Background: an optimization exercise with open tools, aiming at small area. Do not read the settings as production practice. The RTL was checked by simulation tests, not by an equivalence proof against the original design. The flow treats the clock pin as an ideal source, which a real chip does not have. No activity file was given, so power comes from the tool's default toggle rates.

==> design.v <==
`timescale 1ns / 1ps
module baud_gen (
    input  clk,
    input  reset,
    output tick,
    output tick_d     
);
    reg [1:0] a;
    reg [2:0] b;
    reg [4:0] d;
    always @(posedge clk, posedge reset) begin
        if (reset) begin
            a <= 0;
            b <= 0;
            d <= 0;
        end else begin
            a <= {a[0], ~(a[1] | a[0])};
            b <= {b[1:0], ~(b[2] ^ b[1])};
            d <= {d[3:0], ~(d[4] ^ d[2])};
        end
    end
    assign tick   = ~|{a, b, d};
    assign tick_d = ~|{a[1], b[2:1], d[4:1]} & a[0] & b[0] & d[0];
endmodule
module transmitter (
    input        clk,
    input        reset,
    input        tick,
    input        tick_d,
    input        started,
    input        bit_in,
    output [2:0] bitsel,
    output       tx,
    output       done
);
    reg [7:0] c;
    wire [3:0] slot = c[7:4];
    wire idle = ~(c[7] | c[6]);
    wire stop = &slot;
    wire start_bit = ~c[7] & c[6] & c[5] & ~c[4];
    assign bitsel = slot[2:0];
    assign tx     = idle | stop | (~start_bit & bit_in);
    assign done   = tick & (&c);
    always @(posedge clk, posedge reset) begin
        if (reset) begin
            c <= 8'd0;
        end else begin
            if (idle) begin
                if (started) c[6:5] <= 2'b11;
            end else if (tick_d) begin
                c <= c + 8'd1;
            end
        end
    end
endmodule
module receiver (
    input        clk,
    input        reset,
    input        tick,
    input        rx,
    output [7:0] data,
    output       done
);
    reg [7:0] c;
    reg [7:0] sr;
    wire idle   = ~(c[7] | c[6]);
    wire sample = tick & (&c[3:0]) & ((c[7] & ~(&c[6:4])) | (~c[7] & (&c[6:4])));
    wire go     = idle & ~rx;
    wire [7:0] carry;
    assign carry[0] = tick & ~idle;
    genvar i;
    generate
        for (i = 1; i < 8; i = i + 1) begin : g_carry
            assign carry[i] = carry[i-1] & c[i-1];
        end
    endgenerate
    wire [7:0] flip = carry | {1'b0, go, go, 1'b0, go, 2'b00, idle & (rx ^ c[0])};
    assign data = sr;
    assign done = idle & ~c[0];
    always @(posedge clk, posedge reset) begin
        if (reset) c <= 8'd1;
        else c <= c ^ flip;
    end
    always @(posedge clk) begin
        if (sample) sr <= {rx, sr[7:1]};
    end
endmodule
`timescale 1ns / 1ps
module tx_fifo (
    input        clk,
    input        reset,
    input        push,
    input  [7:0] wdata,
    output       full,
    input        pop,
    output       started,   
    input  [2:0] bitsel,    
    output       bit_out
);
    reg  [7:0] v;
    reg [63:0] mem;           
    wire [7:0] keep;
    assign keep[0] = v[0] & ~pop;
    genvar i;
    generate
        for (i = 1; i < 8; i = i + 1) begin : g_keep
            assign keep[i] = keep[i-1] & v[i];
        end
    endgenerate
    assign full     = &v;
    assign started  = |v[6:0];
    wire [8:0]  v_in = {push & ~full, v};
    wire [71:0] m_in = {wdata, mem};
    always @(posedge clk, posedge reset) begin
        if (reset) v <= 0;
        else v <= v_in[8:1] | keep;
    end
    generate
        for (i = 0; i < 8; i = i + 1) begin : g_slot
            always @(posedge clk) begin
                if (!keep[i]) mem[8*i +: 8] <= m_in[8*(i+1) +: 8];
            end
        end
    endgenerate
    wire [7:0] head_rot = {mem[0], mem[7:1]};
    assign bit_out = head_rot[bitsel];
endmodule
module rx_fifo (
    input        clk,
    input        reset,
    input        push,
    input  [7:0] wdata,
    input        pop,
    output       empty,
    output [7:0] rdata
);
    reg  [3:0] n;
    reg [63:0] mem;
    wire full    = n[3];
    wire do_push = push & ~full;
    wire do_pop  = pop & (n != 4'd0);
    assign empty = (n == 4'd0);
    assign rdata = mem[7:0];
    wire up = do_push & ~do_pop;
    wire dn = do_pop & ~do_push;
    wire [3:0] ones, zeros;
    assign ones[0] = up;
    assign zeros[0] = dn;
    genvar i;
    generate
        for (i = 1; i < 4; i = i + 1) begin : g_cnt
            assign ones[i]  = ones[i-1] & n[i-1];
            assign zeros[i] = zeros[i-1] & ~n[i-1];
        end
    endgenerate
    always @(posedge clk, posedge reset) begin
        if (reset) n <= 0;
        else n <= n ^ (ones | zeros);
    end
    wire [71:0] m_in = {wdata, mem};
    generate
        for (i = 0; i < 8; i = i + 1) begin : g_slot
            always @(posedge clk) begin
                if (do_pop || n <= i) mem[8*i +: 8] <= m_in[8*(i+1) +: 8];
            end
        end
    endgenerate
endmodule
`timescale 1ns / 1ps
module uart_fifo (
    input clk,
    input reset,
    output tx,
    input tx_en,
    input [7:0] tx_data,
    output tx_full,
    input rx,
    input rx_en,
    output [7:0] rx_data,
    output rx_empty
);
    wire       br_tick, br_tick_d;
    wire       tx_start, tx_done, tx_bit, rx_done;
    wire [2:0] tx_bitsel;
    wire [7:0] rx_byte;
    baud_gen U_BAUD (
        .clk(clk), .reset(reset), .tick(br_tick), .tick_d(br_tick_d)
    );
    tx_fifo U_TX_FIFO (
        .clk(clk), .reset(reset),
        .push(tx_en), .wdata(tx_data), .full(tx_full),
        .pop(tx_done), .started(tx_start),
        .bitsel(tx_bitsel), .bit_out(tx_bit)
    );
    transmitter U_TX (
        .clk(clk), .reset(reset), .tick(br_tick), .tick_d(br_tick_d),
        .started(tx_start), .bit_in(tx_bit), .bitsel(tx_bitsel),
        .tx(tx), .done(tx_done)
    );
    receiver U_RX (
        .clk(clk), .reset(reset), .tick(br_tick), .rx(rx),
        .data(rx_byte), .done(rx_done)
    );
    rx_fifo U_RX_FIFO (
        .clk(clk), .reset(reset),
        .push(rx_done), .wdata(rx_byte),
        .pop(rx_en), .empty(rx_empty), .rdata(rx_data)
    );
endmodule
==> flow/run.sh <==
#!/bin/bash
# The standard layout (standard.sh, unchanged synthesis), with these changes:
#  - at the end of floorplan, flow/post_floorplan.tcl re-maps the synthesized
#    logic for area with two passes of OpenROAD's restructure (registers
#    untouched);
#  - the ports get the smallest buffer (buf_1);
#  - the clock tree is hand-built (flow/ct_lib.tcl) instead of by TritonCTS:
#    the flip-flops are split by recursive bisection of their placement into
#    groups of at most 25, each driven by an inv_8 at its centroid, all driven
#    by one inv_8 fed by the clock port (two inversions, so the flip-flops see
#    the clock's own polarity). flow/pre_cts.tcl first puts in a buffer tree of
#    the same shape so that CTS finds no clock net to work on; flow/post_cts.tcl
#    then replaces it with the inverters (after CTS's repair_clock_inverters);
#  - flow/post_cts.tcl then also gives each logic cell the smallest drive of
#    its kind that keeps timing, makes each clock-tree inverter as small as a 120 ps
#    flip-flop clock-pin slew target (on placement parasitics) allows, and then
#    runs CTS's usual timing repair.
# Each tool's output is in the ORFS logs under orfs/logs; make's in standard.log.
set -euo pipefail
F=$(cd "$(dirname "$0")" && pwd)
export POST_FLOORPLAN_TCL=$F/post_floorplan.tcl
export PRE_CTS_TCL=$F/pre_cts.tcl
export CTS_ARGS="-clk_nets clk -dont_use_dummy_load -buf_list sky130_fd_sc_hd__clkbuf_8"
export BUFFER_PORTS_ARGS="-buffer_cell sky130_fd_sc_hd__buf_1"
export SKIP_CTS_REPAIR_TIMING=1
export POST_CTS_TCL=$F/post_cts.tcl
bash standard.sh finish > standard.log 2>&1
==> flow/ct_lib.tcl <==
# A hand-built two-level clock tree: the clock port drives one root inverter,
# which drives one leaf inverter per group of flip-flops, so the flip-flops get
# the clock inverted twice, that is with its own polarity. The groups come from
# recursive bisection of the placed flip-flops (split along the longer side,
# sizes kept in proportion), so they are compact and of even size; each leaf
# inverter is placed at its group's centroid and the root at the centroid of the
# leaves.
proc ct_split { sinks k } {
  if {$k <= 1} { return [list $sinks] }
  set xs {}; set ys {}
  foreach s $sinks { lappend xs [lindex $s 1]; lappend ys [lindex $s 2] }
  set xs [lsort -real $xs]; set ys [lsort -real $ys]
  set w [expr {[lindex $xs end] - [lindex $xs 0]}]
  set h [expr {[lindex $ys end] - [lindex $ys 0]}]
  set idx [expr {$w >= $h ? 1 : 2}]
  set sorted [lsort -real -index $idx $sinks]
  set k1 [expr {$k / 2}]
  set n1 [expr {int(round(double([llength $sinks]) * $k1 / $k))}]
  return [concat [ct_split [lrange $sorted 0 [expr {$n1 - 1}]] $k1] \
                 [ct_split [lrange $sorted $n1 end] [expr {$k - $k1}]]]
}

proc ct_out { inst } {
  foreach it [$inst getITerms] {
    if {[$it isOutputSignal]} { return $it }
  }
}

proc build_clock_tree { ngroups root_master leaf_master } {
  set block [ord::get_db_block]
  set clk_net [$block findNet clk]
  set sinks {}
  foreach it [$clk_net getITerms] {
    set inst [$it getInst]
    set bb [$inst getBBox]
    lappend sinks [list $it [expr {([$bb xMin] + [$bb xMax]) / 2}] [expr {([$bb yMin] + [$bb yMax]) / 2}]]
  }
  set groups [ct_split $sinks $ngroups]
  set rm [[ord::get_db] findMaster $root_master]
  set lm [[ord::get_db] findMaster $leaf_master]
  set root [odb::dbInst_create $block $rm clkroot_buf]
  set rnet [odb::dbNet_create $block clknet_root]
  $rnet setSigType CLOCK
  set sizes {}
  set rx 0.0; set ry 0.0
  set k 0
  foreach g $groups {
    set gx 0.0; set gy 0.0
    foreach s $g { set gx [expr {$gx + [lindex $s 1]}]; set gy [expr {$gy + [lindex $s 2]}] }
    set gx [expr {int($gx / [llength $g])}]; set gy [expr {int($gy / [llength $g])}]
    set rx [expr {$rx + $gx}]; set ry [expr {$ry + $gy}]
    set b [odb::dbInst_create $block $lm clkleaf_buf_$k]
    $b setLocation $gx $gy
    $b setPlacementStatus PLACED
    set net [odb::dbNet_create $block clknet_leaf_$k]
    $net setSigType CLOCK
    [$b findITerm A] connect $rnet
    [ct_out $b] connect $net
    foreach s $g {
      set it [lindex $s 0]
      $it disconnect
      $it connect $net
    }
    lappend sizes [llength $g]
    incr k
  }
  $root setLocation [expr {int($rx / $k)}] [expr {int($ry / $k)}]
  $root setPlacementStatus PLACED
  [$root findITerm A] connect $clk_net
  [ct_out $root] connect $rnet
  $clk_net setSigType CLOCK
  puts "build_clock_tree: [llength $sinks] sinks in $k groups of $sizes"
}


# Take the tree build_clock_tree made out again: the flip-flops go back on the
# clock net and the tree's cells and nets are deleted.
proc remove_clock_tree {} {
  set block [ord::get_db_block]
  set clk_net [$block findNet clk]
  foreach net [$block getNets] {
    set name [$net getName]
    if {![string match clknet_leaf_* $name]} { continue }
    foreach it [$net getITerms] {
      set inst [$it getInst]
      if {[string match clkleaf_buf_* [$inst getName]]} { continue }
      $it disconnect
      $it connect $clk_net
    }
  }
  foreach inst [$block getInsts] {
    set name [$inst getName]
    if {[string match clkleaf_buf_* $name] || $name eq "clkroot_buf"} { odb::dbInst_destroy $inst }
  }
  foreach net [$block getNets] {
    set name [$net getName]
    if {[string match clknet_leaf_* $name] || $name eq "clknet_root"} { odb::dbNet_destroy $net }
  }
}
==> flow/filter_lib.py <==
#!/usr/bin/env python3
"""Copy a liberty file without the cells whose names match the given patterns
(the platform's don't-use cells), for restructure to map with."""
import fnmatch, re, sys

src, dst, pats = sys.argv[1], sys.argv[2], sys.argv[3].split()
out = []
skip = 0  # brace depth inside a skipped cell, 0 when not skipping
with open(src) as f:
    for line in f:
        if skip:
            skip += line.count('{') - line.count('}')
            continue
        m = re.match(r'\s*cell\s*\(\s*"?([\w$]+)"?\s*\)\s*\{', line)
        if m and any(fnmatch.fnmatch(m.group(1), p) for p in pats):
            skip = line.count('{') - line.count('}')
            continue
        out.append(line)
with open(dst, 'w') as f:
    f.writelines(out)
==> flow/post_cts.tcl <==
# Run after CTS (with SKIP_CTS_REPAIR_TIMING=1): give logic cells their smallest
# drive that keeps timing, make the clock-tree cells (flow/pre_cts.tcl) as small
# as the flip-flop clock-pin slew target allows, then repair timing (setup and
# hold) and legalize, as cts.tcl would have.
proc ct_worst_sink_slew {} {
  set worst 0
  foreach pin [get_pins -hierarchical */CLK] {
    set s [get_property $pin slew_max]
    if {$s > $worst} { set worst $s }
  }
  return $worst
}

proc ct_worst_buf_slew { bufs } {
  set worst 0
  foreach inst $bufs {
    set s [get_property [get_pins -of_objects $inst -filter "direction == output"] slew_max]
    if {$s > $worst} { set worst $s }
  }
  return $worst
}

proc ct_downsize { sink_target buf_target sizes } {
  estimate_parasitics -placement
  set leaves {}; set upper {}
  foreach inst [get_cells *] {
    if {![string match clkleaf_buf_* [get_full_name $inst]] && [get_full_name $inst] ne "clkroot_buf"} { continue }
    set drives_ff 0
    foreach p [get_pins -of_objects [get_nets -of_objects [get_pins -of_objects $inst -filter "direction == output"]]] {
      if {[get_property $p direction] eq "input" && [get_property $p lib_pin_name] eq "CLK"} { set drives_ff 1; break }
    }
    if {$drives_ff} { lappend leaves $inst } else { lappend upper $inst }
  }
  set all [concat $leaves $upper]
  set b0 [ct_worst_buf_slew $all]
  if {$b0 > $buf_target} { set buf_target $b0 }
  puts "ct_downsize: [llength $leaves] leaf and [llength $upper] upper clock buffers, worst clock pin slew [ct_worst_sink_slew]"
  foreach inst $all {
    set orig [get_property $inst ref_name]
    set cur $orig
    regexp {^(sky130_fd_sc_hd__[a-z0-9]+)_[0-9]+$} $orig -> stem
    foreach m $sizes {
      if {![string match ${stem}_* $m]} { continue }
      if {[get_property [get_lib_cells */$m] area] >= [get_property [get_lib_cells */$cur] area]} { continue }
      replace_cell $inst $m
      estimate_parasitics -placement
      if {[ct_worst_sink_slew] > $sink_target || [ct_worst_buf_slew $all] > $buf_target} {
        replace_cell $inst $cur
        estimate_parasitics -placement
        break
      }
      set cur $m
    }
    if {$cur ne $orig} { puts "ct_downsize: [get_full_name $inst] $orig -> $cur" }
  }
  puts "ct_downsize: worst clock pin slew [ct_worst_sink_slew], worst clock buffer slew [ct_worst_buf_slew $all]"
}

# Give every other cell the smallest drive of its kind (name stem _N) that keeps
# the worst setup slack above a margin and adds no slew or capacitance
# violation.
proc cell_downsize { slack_margin } {
  estimate_parasitics -placement
  set n 0; set saved 0
  foreach inst [get_cells *] {
    set m [get_property $inst ref_name]
    if {![regexp {^(sky130_fd_sc_hd__[a-z0-9]+)_([0-9]+)$} $m -> stem drive]} { continue }
    if {[string match *clk* $stem] || [string match *df* $stem] || [string match *tap* $stem]} { continue }
    if {[string match clk* [get_full_name $inst]]} { continue }
    if {[get_property $inst is_buffer] && [string match input* [get_full_name $inst]]} { continue }
    set a0 [get_property [get_lib_cells */$m] area]
    set cur $m
    foreach d {0 1 2} {
      set cand ${stem}_$d
      if {$cand eq $cur || [llength [get_lib_cells -quiet */$cand]] == 0} { continue }
      if {[get_property [get_lib_cells */$cand] area] >= [get_property [get_lib_cells */$cur] area]} { continue }
      replace_cell $inst $cand
      estimate_parasitics -placement
      if {[sta::worst_slack_cmd max] < $slack_margin * 1e-9 || [sta::max_slew_violation_count] > 0 || [sta::max_capacitance_violation_count] > 0} {
        replace_cell $inst $cur
        estimate_parasitics -placement
      } else {
        set cur $cand
        break
      }
    }
    if {$cur ne $m} { incr n; set saved [expr {$saved + $a0 - [get_property [get_lib_cells */$cur] area]}] }
  }
  puts "cell_downsize: $n cells made smaller, [format %.2f $saved] um2 saved"
}

# The tree of inverters: groups of at most 25 flip-flops, one inv_8 each,
# under one inv_8 (two inversions, so the flip-flops see the clock's own
# polarity). It is built here, after CTS's repair_clock_inverters, which would
# otherwise give every flip-flop an inverter of its own.
source [file dirname [info script]]/ct_lib.tcl
remove_clock_tree
set ct_n [llength [[[ord::get_db_block] findNet clk] getITerms]]
build_clock_tree [expr {($ct_n + 24) / 25}] sky130_fd_sc_hd__inv_8 sky130_fd_sc_hd__inv_8
detailed_placement
estimate_parasitics -placement

cell_downsize 2.0
ct_downsize 0.120 0.150 {sky130_fd_sc_hd__inv_8 sky130_fd_sc_hd__inv_6 sky130_fd_sc_hd__inv_4 sky130_fd_sc_hd__inv_2}
estimate_parasitics -placement
repair_timing_helper
detailed_placement
check_placement -verbose
==> flow/post_floorplan.tcl <==
# Run at the end of floorplan: re-map the synthesized logic for area with
# OpenROAD's restructure (ABC), from a copy of the library without the
# platform's don't-use cells. Registers are not touched.
set rmp_dir $::env(RESULTS_DIR)/rmp
file mkdir $rmp_dir
set rmp_lib $rmp_dir/restructure.lib
exec python3 [file dirname [info script]]/filter_lib.py \
  $::env(PLATFORM_DIR)/lib/sky130_fd_sc_hd__tt_025C_1v80.lib $rmp_lib $::env(DONT_USE_CELLS)
# Two passes: the second finds a little more.
foreach pass {1 2} {
  log_cmd restructure -target area -liberty_file $rmp_lib \
    -tielo_port sky130_fd_sc_hd__conb_1/LO -tiehi_port sky130_fd_sc_hd__conb_1/HI \
    -work_dir $rmp_dir
}
==> flow/pre_cts.tcl <==
# Before CTS: a clock tree of buffers (flow/ct_lib.tcl), only to keep TritonCTS
# and repair_clock_inverters away from the clock; post_cts.tcl replaces it.
source [file dirname [info script]]/ct_lib.tcl
set ct_n [llength [[[ord::get_db_block] findNet clk] getITerms]]
build_clock_tree [expr {($ct_n + 21) / 22}] sky130_fd_sc_hd__clkbuf_16 sky130_fd_sc_hd__clkbuf_8
set_propagated_clock [all_clocks]
==> standard.sh <==
#!/bin/bash
# synth_recipe.tcl (not shown) runs the flow's synth.tcl, then flattens the netlist and writes it again
# the make line also repeats each setting of config.mk as NAME=value (left out here)
make -C /OpenROAD-flow-scripts/flow DESIGN_CONFIG=/design/flow/config.mk WORK_HOME=/design/flow/orfs CLKGATE_MAP_FILE= SYNTH_SCRIPT=/design/flow/synth_recipe.tcl "${@:-finish}"
==> config.mk <==
export PLATFORM = sky130hd
export DESIGN_NAME = uart_fifo
export DESIGN_NICKNAME = uart_fifo
export VERILOG_FILES = /design/flow/design.v
export SDC_FILE = /design/flow/constraint.sdc
export NUM_CORES = 4
export LEC_CHECK = 0
export CAP_MARGIN = 0
export CORE_MARGIN = 2
export CORE_UTILIZATION = 77
export PLACE_DENSITY = 0.86
export SLEW_MARGIN = 0
==> constraint.sdc <==
create_clock -name core_clock -period 10.0 [get_ports {clk}]
set_input_delay 2.0000 -clock core_clock [delete_from_list [all_inputs] [get_ports {clk}]]
set_output_delay 2.0000 -clock core_clock [all_outputs]
set_load 0.01 [all_outputs]
==> impl_metrics.csv, run 1 <==
group,metric,value,unit
run,maxCapViolations,0,
power,cellPowerDensity,213.4,nW/µm²
finish,design_area,6068,µm²
min_path,worstHoldStart,"U_BAUD.d[1]$_DFF_PP0_",
yosys,synth.top_cells.by_area,"edfxtp_1, dfrtp_1, xnor2_1, ha_1, buf_4",
worst_setup_path,setup.worst_path.end_class,"output port",
worst_setup_path,critical_path.reg2reg.startpoint,"U_BAUD.b[2]$_DFF_PP0_",
floorplan,die-height,92.14,µm
floorplan,placementRows,32,
routing,drt_drc_violations_left,0,
cts,clk_pin_slew,0.11,ns
power,max-vdd-ir-drop,0.1308,mV
finish,post_route_cells_drive_above_1_share,2.882,%
placed_design,hpwl,5.196,mm
grt,global_route.overflow_total,0,
floorplan,core_area,7607,µm²
yosys,ys_types,42,
worst_setup_path,timing.critical_path.fanout_max,4,
yosys,synth_seq_cells,174,
yosys,post_synth_fa_ha_maj_area_fraction,1.464,%
grt,grt_first_pass_wirelength,12.32,mm
sta,finalHoldViolations,0,
yosys,synth.net_count,334,
sta,report.final.slew_viol_count,0,
worst_setup_path,rr_worst_depth,6,
sta,unrepaired_setup_endpoints_after_global_routing,"false",
sta,maxClockFrequency,0.2718,GHz
finish,final-instance-count-excl-fill,449,
finish,area.growth.synth_to_final,1.443,%
yosys,synth_top_family_by_area,"simple AND/OR/NAND/NOR gates",
placed_design,gpl.final_weighted_congestion,0.8065,
yosys,synth_xor_area_share,2.196,%
yosys,synth.cells.most_frequent,"edfxtp_1, dfrtp_1, nand2_1",
worst_setup_path,cp.required,8.00,ns
worst_setup_path,start_kind,"register",
sta,timing_worst_slew_pin_value,1.251,ns
yosys,synth_edf_count,136,
sta,fin_skew,0.01358,ns
min_path,holdCritPathClass,"register to register",
grt,number_of_global_route_vias_before_repair,2534,
yosys,synth_top_flop_cell,"edfxtp_1",
run_status,run_status,"timing/DRC/antenna clean",
yosys,synth-warning-count,5,
grt,grt_start_max_net_pins,39,
cts,clock_insertion_delay_worst_skew,0.21,ns
yosys,yosysTopAreaCell,"edfxtp_1",
yosys,syn-instance-count,314,
floorplan,pin_count,24,
sta,setup_viol,0,
sta,finalSetupTns,0,ns
worst_setup_path,worstReg2RegEnd,"U_TX_FIFO.mem[44]$_DFFE_PN_",
placed_design,port-buffer-count,23,
routing,detailedRoute.firstPassIterationCount,4,
routing,routed_wirelength,7.521,mm
worst_setup_path,crit_arrival,1.68,ns
yosys,synth_simple_gate_area_share,6.170,%
grt,track_usage,18.50,%
floorplan,dieArea,8490,µm²
sta,max-slew-margin-rel,15.86,%
power,power.total,0.001295,W
yosys,synth_mux_area_share,1.443,%
yosys,syn_area_per_cell,19.05,µm²
power,leakagePower,2.051,nW
grt,number_of_antenna_violations_at_the_first_check_in_global_routing,0,
yosys,synth-compound-area-share,2.552,%
worst_setup_path,worst_setup_path_startpoint,"U_TX_FIFO.v[1]$_DFF_PP0_",
yosys,synth.top_cell.area_share,68.27,%
yosys,synth-seq-area-share,84.19,%
worst_setup_path,critPathCapture,"tx_full",
placed_design,placement.cell_area,5981,µm²
worst_setup_path,worstSetupPathType,"register to output port",
yosys,yosys.cell_count.top_type,"edfxtp_1",
yosys,synth_area,5982,µm²
routing,wire_per_inst,16.75,µm
grt,grtUsageMet3,1.561,%
grt,gr-usage-met2,32.23,%
finish,diodes,0,
floorplan,die-width,92.14,µm
finish,nets,362,
routing,post_drt_via_cell_ratio,5.886,
floorplan,floorplan.initialDensity,78.63,%
worst_setup_path,setup.reg_to_reg.worst_slack,6.58,ns
placed_design,dpl.cell_count,441,
routing,drt-initial-drc-count,217,
yosys,postSynth.asyncResetShare,21.84,%
grt,most_used_routing_layer_in_global_routing,"met2",
grt,grt_use_met1,26.71,%
routing,total_number_of_vias,2643,
sta,finalCritPeriodShare,36.80,%
sta,finalWorstPathRequiredPeriod,3.680,ns
routing,drtAntennaViolNets,0,
## metrics by stage
stage                     worst slack, ns  utilization, %  hold WS (ns)
after floorplan                     6.749               -        0.3537
after global placement              6.722           78.62        0.3571
after detailed placement            6.602           78.62        0.3705
after global routing                6.235           79.77        0.4095
final                               6.320           79.77        0.3946
## placed cells by master (no fill, tap or decap), types with 4 or more instances in the layout
cell type	netlist	final
nor3_1	4	7
nand2_1	14	15
o21ai_0	4	12
or3_1	3	5
inv_8	0	8
edfxtp_1	136	136
a21oi_1	4	5
buf_1	0	23
clkinv_1	0	31
nand3_1	9	4
or2_0	0	5
dfrtp_1	37	37
nor2_1	10	24
## routing by layer
layer / vias up / routed length, µm
met5: - / 0
met4: 0 / 187
met1: 1296 / 3156
met2: 100 / 3818
li1: 1229 / -
met3: 18 / 359
## worst min-delay path by stage
stage,end,slack [ns],cells past startpoint
finish,U_BAUD.d[2]$_DFF_PP0_,0.39,0
global placement,U_BAUD.d[2]$_DFF_PP0_,0.36,0
floorplan,U_BAUD.b[2]$_DFF_PP0_,0.35,0
detailed placement,U_BAUD.d[2]$_DFF_PP0_,0.37,0
global route,U_BAUD.d[2]$_DFF_PP0_,0.41,0
## registers in the layout, summed over array words and instances, names as in the netlist
signal	flops
U_BAUD.a	2
U_RX.c	8
U_RX_FIFO.n	4
U_TX.c	8
U_TX_FIFO.v	8
U_RX.sr	8
U_RX_FIFO.mem	64
U_BAUD.b	3
U_TX_FIFO.mem	64
U_BAUD.d	5
## report_power, final
group / leakage, nW / total, W / switching [W] / internal (W)
logic: 0.277 / 0.0000976 / 0.0000739 / 0.0000237
registers: 1.73 / 0.000965 / 0.0000390 / 0.000926
clock network: 0.0484 / 0.000232 / 0.000203 / 0.0000295
## critical path, cell delays in order (launching register included)
cell      delay, ns
dfrtp_1        0.35
clkinv_1       0.12
nor2_1         0.15
nand4_1        0.17
nor4_1         0.48
buf_1          0.21
## cells by family (layout without fill, tap and decap cells)
| family | Yosys count | after routing |
|---|---|---|
| muxes | 7 | 0 |
| and+or+nand+nor | 66 | 70 |
| AOI/OAI and AO/OA | 22 | 35 |
| xor gates and xnor gates | 15 | 5 |
| DFF | 174 | 174 |
| buffers and inverters | 23 | 63 |
| adders and majority gates | 7 | 0 |
## layout make-up
cell class,count,area [µm²]
Tap cell,102,127.6
Fill cell,397,1539
Sequential cell,174,5036
Timing Repair Buffer,24,91.34
Inverter,39,206.4
Multi-Input combinational cell,110,606.8
==> inputs of run 2 (changes only) <==
--- a/flow/run.sh
+++ b/flow/run.sh
@@ -1,7 +1,7 @@
 #!/bin/bash
 # The standard layout (standard.sh, unchanged synthesis), with these changes:
 #  - at the end of floorplan, flow/post_floorplan.tcl re-maps the synthesized
-#    logic for area with two passes of OpenROAD's restructure (registers
+#    logic for area with three passes of OpenROAD's restructure (registers
 #    untouched);
 #  - the ports get the smallest buffer (buf_1);
 #  - the clock tree is hand-built (flow/ct_lib.tcl) instead of by TritonCTS:
--- a/flow/post_floorplan.tcl
+++ b/flow/post_floorplan.tcl
@@ -6,8 +6,8 @@
 set rmp_lib $rmp_dir/restructure.lib
 exec python3 [file dirname [info script]]/filter_lib.py \
   $::env(PLATFORM_DIR)/lib/sky130_fd_sc_hd__tt_025C_1v80.lib $rmp_lib $::env(DONT_USE_CELLS)
-# Two passes: the second finds a little more.
-foreach pass {1 2} {
+# Three passes: the later ones find a little more.
+foreach pass {1 2 3} {
   log_cmd restructure -target area -liberty_file $rmp_lib \
     -tielo_port sky130_fd_sc_hd__conb_1/LO -tiehi_port sky130_fd_sc_hd__conb_1/HI \
     -work_dir $rmp_dir
==> impl_metrics.csv, run 2 <==
group,metric,value,unit
worst_setup_path,worst_path_largest_cell_delay,0.68,ns
yosys,synth.cells.most_frequent,"edfxtp_1, dfrtp_1, nand2_1",
grt,grt_use_met1,23.84,%
worst_setup_path,cp.required,9.85,ns
placed_design,port-buffer-count,23,
sta,finalSetupTns,0,ns
finish,footprint_of_the_multi_input_gates,618.1,µm²
yosys,synth_edf_count,136,
yosys,synth-seq-area-share,84.19,%
routing,post_drt_via_cell_ratio,5.620,
routing,drtAntennaViolNets,0,
power,max-vdd-ir-drop,0.1438,mV
yosys,synth.net_count,334,
yosys,synth_area,5982,µm²
finish,design_area,6076,µm²
finish,diodes,0,
yosys,synth_top_flop_cell,"edfxtp_1",
yosys,synth-warning-count,5,
sta,finalWorstPathRequiredPeriod,3.804,ns
grt,global_route.overflow_total,0,
worst_setup_path,timing.critical_path.buf_inv,0,
power,pwr-share-comb,7.2,%
floorplan,floorplan.initialDensity,78.63,%
placed_design,placement.cell_area,5988,µm²
run,maxCapViolations,0,
worst_setup_path,critical_path.reg2reg.startpoint,"U_BAUD.d[2]$_DFF_PP0_",
grt,number_of_antenna_violations_at_the_first_check_in_global_routing,0,
routing,drt_drc_violations_left,0,
floorplan,die-width,92.14,µm
routing,detailedRoute.firstPassIterationCount,4,
grt,most_used_routing_layer_in_global_routing,"met2",
yosys,yosys.cell_count.top_type,"edfxtp_1",
sta,hold-worst-slack,0.4078,ns
floorplan,core_area,7607,µm²
power,leakagePower,2.038,nW
routing,routed_wirelength,6.923,mm
power,cellPowerDensity,208.6,nW/µm²
grt,gr-usage-met2,29.72,%
sta,timing_worst_slew_pin_value,1.199,ns
worst_setup_path,setup.worst_path.end_class,"register",
finish,post_route_cells_drive_above_1_share,3.188,%
finish,nets,360,
run_status,run_status,"timing/DRC/antenna clean",
worst_setup_path,crit_arrival,3.65,ns
yosys,synth.top_cells.by_area,"edfxtp_1, dfrtp_1, xnor2_1, ha_1, buf_4",
grt,number_of_global_route_vias_before_repair,2426,
sta,setup_viol,0,
worst_setup_path,crit_path_cell_trace,"or4_1 -> nor4_1 -> nand4_1 -> nor4_1 -> or2_0 -> or2_0",
finish,commonest_cells_after_routing_fill_and_taps_aside,"edfxtp_1, dfrtp_1, clkinv_1, buf_1, nor2_1",
worst_setup_path,critPathSlowestCell,"nor4_1",
floorplan,dieArea,8490,µm²
finish,final.fill_count,408,
placed_design,hpwl,4.998,mm
grt,grt_first_pass_wirelength,11.43,mm
finish,area.growth.synth_to_final,1.569,%
cts,clk_pin_slew,0.11,ns
finish,layout_top_registers,"U_RX_FIFO.mem x64, U_TX_FIFO.mem x64",
sta,fin_skew,0.01288,ns
worst_setup_path,critPathTopFamily,"simple AND/OR/NAND/NOR gates",
yosys,postSynth.asyncResetShare,21.84,%
worst_setup_path,timing.critical_path.fanout_max,11,
power,netSwitchingPower,0.0003070,W
power,sw_frac_of_total,24.23,%
power,clock_power_share,18.2,%
yosys,ys_types,42,
sta,max-slew-margin-rel,19.38,%
worst_setup_path,start_kind,"register",
finish,most_common_library_cell_in_the_layout_ignoring_fill_and_taps,"edfxtp_1",
placed_design,gpl.final_weighted_congestion,0.7436,
yosys,synth_seq_cells,174,
sta,unrepaired_setup_endpoints_after_global_routing,"false",
power,seq_power_share,74.5,%
worst_setup_path,worstSetupPathType,"register to register",
worst_setup_path,worst_setup_path_startpoint,"U_BAUD.d[2]$_DFF_PP0_",
sta,report.final.slew_viol_count,0,
min_path,worstHoldStart,"U_BAUD.d[1]$_DFF_PP0_",
yosys,yosysTopAreaCell,"edfxtp_1",
floorplan,pin_count,24,
routing,total_number_of_vias,2512,
routing,drt-initial-drc-count,127,
grt,track_usage,16.89,%
floorplan,placementRows,32,
routing,wire_per_inst,15.49,µm
power,internal_power,0.0009602,W
grt,grt_start_max_net_pins,39,
finish,register_area,5036,µm²
cts,clock_insertion_delay_worst_skew,0.21,ns
yosys,synth.top_cell.area_share,68.27,%
yosys,syn-instance-count,314,
yosys,syn_area_per_cell,19.05,µm²
sta,finalCritPeriodShare,38.04,%
sta,maxClockFrequency,0.2629,GHz
floorplan,die-height,92.14,µm
min_path,holdCritPathClass,"register to register",
sta,finalHoldViolations,0,
grt,grtUsageMet3,1.643,%
## run 2: cell count changes in the layout (fill, tap and decap cells not counted), moves of 2 or more
cell	before	now
xnor2_1	3	7
nand2_1	15	18
nor3_1	7	4
o21ai_0	12	9
a221oi_1	2	0
a2bb2oi_1	0	2
nor2_1	24	22
o31ai_1	1	3
o32ai_1	3	1
xor2_1	2	0
## run 2: worst reg2reg max path: stages, from the launching register on
cell     delay, ns
dfrtp_1       0.42
or4_1         0.52
nor4_1        0.32
nand4_1       0.33
nor4_1        0.68
or2_0         0.60
or2_0         0.57
## run 2: per-stage QoR
step | power (W) | worst slack, ns | utilization, % | std cells
after floorplan | 0.001063 | 6.749 | - | 314
after global placement | 0.001041 | 6.284 | 78.72 | 439
after detailed placement | 0.001056 | 6.131 | 78.72 | 439
after global routing | 0.001319 | 5.971 | 79.87 | 447
final | 0.001267 | 6.196 | 79.87 | 447
## run 2: layout make-up
type | instances | share of cell area, %
Sequential cell | 174 | 82.89
Timing Repair Buffer | 24 | 1.503
Inverter | 38 | 3.336
Tap cell | 102 | 2.100
Multi-Input combinational cell | 109 | 10.17
## run 2: cell families after synthesis
kind of cell,share of synthesized area [%]
AOI/OAI and AO/OA,2.552
xor gates and xnor gates,2.196
adders and majority gates,1.464
buffers and inverters,1.987
DFF,84.19
muxes,1.443
and+or+nand+nor,6.171
## run 2: worst paths after layout
path | slack [ns] | end | depth (start not counted)
worst max register to register | 6.20 | U_TX_FIFO.mem[45]$_DFFE_PN_ | 6
worst min register to register | 0.41 | U_BAUD.d[2]$_DFF_PP0_ | 0
min in group asynchronous | 1.99 | U_TX.c[2]$_DFFE_PP0P_ | 3
worst max-delay path | 6.20 | U_TX_FIFO.mem[45]$_DFFE_PN_ | 6
worst min-delay path | 0.41 | U_BAUD.d[2]$_DFF_PP0_ | 0
max in group asynchronous | 7.50 | U_RX_FIFO.n[3]$_DFF_PP0_ | 3
## run 2: power groups by stage
stage / Sequential (W) / Clock, W / Combinational [W]
2_1_floorplan: 0.000973 / 0 / 0.0000899
3_3_place_gp: 0.000955 / 0 / 0.0000856
3_5_place_dp: 0.000962 / 0 / 0.0000936
5_1_grt: 0.000955 / 0.000260 / 0.000103
6_report: 0.000944 / 0.000231 / 0.0000918
## run 2: per-layer routing
metal  routed length (µm)  part of all wire, %
met1                 2986                   43
met2                 3537                   51
met3                  260                  3.8
met4                  139                  2.0
met5                    0                    0

## afterwards: timing with drivers on the ports
Ports are ideal in the flow. The routed layouts listed here were re-timed in OpenROAD.
Step 1 assumes that a clkbuf_16 drives the clock port and a buf_2 every other input.
Step 2 adds t to the input delays and takes it off the output delays; t is the mean of the earliest and latest rising clock arrival at the registers after step 1. Input paths then give back, and output paths get back, about the clock's delay inside the block.
Slacks: no drivers / after step 1 / after step 2; pairs: no drivers / after step 1.
run | shift t [ns] | setup slack, ns | worst setup path at the end
run 1 | 0.250 | 6.320 / 6.272 / 6.522 | register to output
run 2 | 0.251 | 6.196 / 6.196 / 6.111 | input to register
After both steps setup and hold are still met in every run listed. The setup slack of run 2, which loses most, moves by 0.000 ns with the drivers and by -0.085 ns with both steps.
